From an optimization exercise on the open Yosys and OpenROAD flow, aimed at small area, a short achievable clock period and few clock cycles per item; shortcuts taken in it are not production practice.

// boron_enc
module boron_enc (
    input  clk, rst, start, input [63:0] plain_text, input [79:0] master_key,
    output reg done, output [63:0] cipher_text
);
    localparam R = 2;
    localparam [4:0] LAST = 25 - R;      
    reg        busy;
    reg [4:0]  c;            
    reg [63:0] x;
    reg [79:0] k;
    wire [63:0] y  [0:R];
    wire [79:0] kk [0:R];
    wire [63:0] sp [0:R-1];
    assign y[0]  = x;
    assign kk[0] = k;
    genvar t;
    generate
        for (t = 0; t < R; t = t + 1) begin : rnd
            wire [63:0] s_in;
            wire [79:0] k_in;
            wire [4:0]  rc;
            if (t == R - 1) begin : entry
                assign k_in = busy ? kk[t] : master_key;
                assign s_in = t == 0 ? (busy ? x : plain_text ^ master_key[63:0])
                                     : ((busy ? sp[t-1] : plain_text) ^ k_in[63:0]);
                assign rc   = busy ? c + t : 5'd0;
            end else begin : mid
                assign k_in = kk[t];
                assign s_in = t == 0 ? x : (sp[t-1] ^ k_in[63:0]);
                assign rc   = c + t;
            end
            add_round_key ark(.i_ark_msg(s_in), .i_ark_key(64'd0), .o_ark_cipher(sp[t]));
            key_scheduler ks(.clk(clk), .rst(rst), .round_counter(rc + 5'd1), .i_ks_oldkey(k_in), .o_ks_newkey(kk[t+1]));
        end
    endgenerate
    always @(posedge clk) begin
        x <= sp[R-1] ^ kk[R][63:0];
        k <= kk[R];
        c <= busy ? c + R : 5'd1;
    end
    always @(posedge clk) begin
        if (!rst) begin
            busy <= 1'b0;
            done <= 1'b0;
        end else begin
            done <= busy && c == LAST;
            if (!busy)
                busy <= start;
            else if (c == LAST)
                busy <= 1'b0;
        end
    end
    assign cipher_text = x;
endmodule
==> module s_box, before the edit <==
module s_box (
    input [3:0] i_sb, output reg [3:0] o_sb
);
    always @(*)
        case (i_sb)
            4'h0: o_sb = 4'hE; 4'h1: o_sb = 4'h4; 4'h2: o_sb = 4'hB; 4'h3: o_sb = 4'h1;
            4'h4: o_sb = 4'h7; 4'h5: o_sb = 4'h9; 4'h6: o_sb = 4'hC; 4'h7: o_sb = 4'hA;
            4'h8: o_sb = 4'hD; 4'h9: o_sb = 4'h2; 4'hA: o_sb = 4'h0; 4'hB: o_sb = 4'hF;
            4'hC: o_sb = 4'h8; 4'hD: o_sb = 4'h5; 4'hE: o_sb = 4'h3; default: o_sb = 4'h6;
        endcase
endmodule
==> module boron_enc, before the edit <==
module boron_enc (
    input  clk, rst, start, input [63:0] plain_text, input [79:0] master_key,
    output reg done, output [63:0] cipher_text
);
    localparam R = 2;
    localparam [4:0] LAST = 25 - R;      
    reg        busy;
    reg [4:0]  c;            
    reg [63:0] x;
    reg [79:0] k;
    wire [63:0] y  [0:R];
    wire [79:0] kk [0:R];
    wire [63:0] sp [0:R-1];
    assign y[0]  = x;
    assign kk[0] = k;
    genvar t;
    generate
        for (t = 0; t < R; t = t + 1) begin : rnd
            wire [63:0] s_in;
            wire [79:0] k_in;
            wire [4:0]  rc;
            if (t == R - 1) begin : entry
                assign k_in = busy ? kk[t] : master_key;
                assign s_in = t == 0 ? (busy ? x : plain_text ^ master_key[63:0])
                                     : ((busy ? sp[t-1] : plain_text) ^ k_in[63:0]);
                assign rc   = busy ? c + t : 5'd0;
            end else begin : mid
                assign k_in = kk[t];
                assign s_in = t == 0 ? x : (sp[t-1] ^ k_in[63:0]);
                assign rc   = c + t;
            end
            add_round_key ark(.i_ark_msg(s_in), .i_ark_key(64'd0), .o_ark_cipher(sp[t]));
            key_scheduler ks(.clk(clk), .rst(rst), .round_counter(rc + 5'd1), .i_ks_oldkey(k_in), .o_ks_newkey(kk[t+1]));
        end
    endgenerate
    always @(posedge clk) begin
        x <= sp[R-1] ^ kk[R][63:0];
        k <= kk[R];
        c <= busy ? c + R : 5'd1;
    end
    always @(posedge clk) begin
        if (!rst) begin
            busy <= 1'b0;
            done <= 1'b0;
        end else begin
            done <= busy && c == LAST;
            if (!busy)
                busy <= start;
            else if (c == LAST)
                busy <= 1'b0;
        end
    end
    assign cipher_text = x;
endmodule
Settings: LEC_CHECK=0, CAP_MARGIN=20, CORE_MARGIN=2, CORE_UTILIZATION=40, SLEW_MARGIN=20; clock period 5.0 ns.
run.sh (not shown) runs the stock make flow with config.mk's settings and CLKGATE_MAP_FILE= SYNTH_SCRIPT=/design/flow/synth_recipe.tcl, a recipe that flattens the netlist after the stock synthesis.
Then changed:
--- a/flow/design.v
+++ b/flow/design.v
@@ -1,13 +1,15 @@
 module s_box (
-    input [3:0] i_sb, output reg [3:0] o_sb
+    input [3:0] i_sb, output [3:0] o_sb
 );
-    always @(*)
-        case (i_sb)
-            4'h0: o_sb = 4'hE; 4'h1: o_sb = 4'h4; 4'h2: o_sb = 4'hB; 4'h3: o_sb = 4'h1;
-            4'h4: o_sb = 4'h7; 4'h5: o_sb = 4'h9; 4'h6: o_sb = 4'hC; 4'h7: o_sb = 4'hA;
-            4'h8: o_sb = 4'hD; 4'h9: o_sb = 4'h2; 4'hA: o_sb = 4'h0; 4'hB: o_sb = 4'hF;
-            4'hC: o_sb = 4'h8; 4'hD: o_sb = 4'h5; 4'hE: o_sb = 4'h3; default: o_sb = 4'h6;
-        endcase
+    assign o_sb[0] = (!i_sb[3]&!i_sb[2]&i_sb[1]) | (!i_sb[2]&i_sb[1]&i_sb[0]) 
+    | (!i_sb[3]&i_sb[2]&!i_sb[1]) | (i_sb[2]&!i_sb[1]&i_sb[0]) | 
+    (i_sb[3]&!i_sb[2]&!i_sb[1]&!i_sb[0]) | (i_sb[3]&i_sb[2]&i_sb[1]&!i_sb[0]);
+    assign o_sb[1] = (!i_sb[3]&!i_sb[2]&!i_sb[0]) | (!i_sb[3]&!i_sb[1]&!i_sb[0]) | (i_sb[2]&i_sb[1]&i_sb[0]) 
+| (i_sb[3]&!i_sb[2]&i_sb[0]) | (i_sb[3]&i_sb[2]&i_sb[1]);
+    assign o_sb[2] = (!i_sb[3]&!i_sb[2]&!i_sb[1]) | (!i_sb[2]&!i_sb[1]&!i_sb[0]) | (!i_sb[3]&i_sb[2]&!i_sb[0]) 
+| (i_sb[3]&i_sb[1]&i_sb[0]) | (i_sb[3]&i_sb[2]&i_sb[0]);
+    assign o_sb[3] = (!i_sb[3]&!i_sb[2]&!i_sb[0]) | (!i_sb[3]&i_sb[1]&!i_sb[0]) | (!i_sb[3]&i_sb[2]&i_sb[0]) 
+| (i_sb[3]&!i_sb[1]&!i_sb[0]) | (i_sb[3]&!i_sb[2]&i_sb[1]&i_sb[0]);
 endmodule
 module block_shuffle (
     input [15:0] i_bs, output [15:0] o_bs
@@ -75,7 +77,7 @@
     input  clk, rst, start, input [63:0] plain_text, input [79:0] master_key,
     output reg done, output [63:0] cipher_text
 );
-    localparam R = 2;
+    localparam R = 3;
     localparam [4:0] LAST = 25 - R;      
     reg        busy;
     reg [4:0]  c;            
Area after synthesis is higher by about a fifth.
Fmax is lower by a few percent.
Via count is higher by well over a third.
Non-clock buffer count is higher by 63.
Sequential cell count is lower by 63.
Routed wire length is higher by well over a third.
Critical path depth is higher by 3.
Die area is higher by about a fifth.
Setup slack is worse by 320 ps.
Sequential share of layout area is lower by 9.7 points.
Register-to-register slack is worse by 320 ps.
No run of this note included a check of the RTL's function; only the layout flow was run.

[afterwards: timing with drivers on the ports]
The results above use ideal ports. As a check the final layouts listed here were re-extracted and re-timed, cells and wires unchanged.
Step 1, drivers: a clkbuf_16 drives clk and a buf_2 each remaining input, both assumed.
Step 2 times the ports against the registers' clock, not the clock port: input delays grow and output delays shrink by t, the midpoint of the rising clock arrivals with the driver on.
a / b / c = no drivers / after step 1 / after step 2; a / b = the first two.
run | t (ns) | setup WS [ns] | slew at the worst register clock pin (ns)
the first run | 0.587 | 0.445 / 0.445 / 0.273 | 0.07 / 0.07
the second run | 0.507 | 0.127 / 0.127 / 0.127 | 0.07 / 0.07
After both steps setup and hold are still met in every run listed. The setup slack of the first run, which loses most, moves by 0.000 ns with the drivers and by -0.172 ns with both steps.
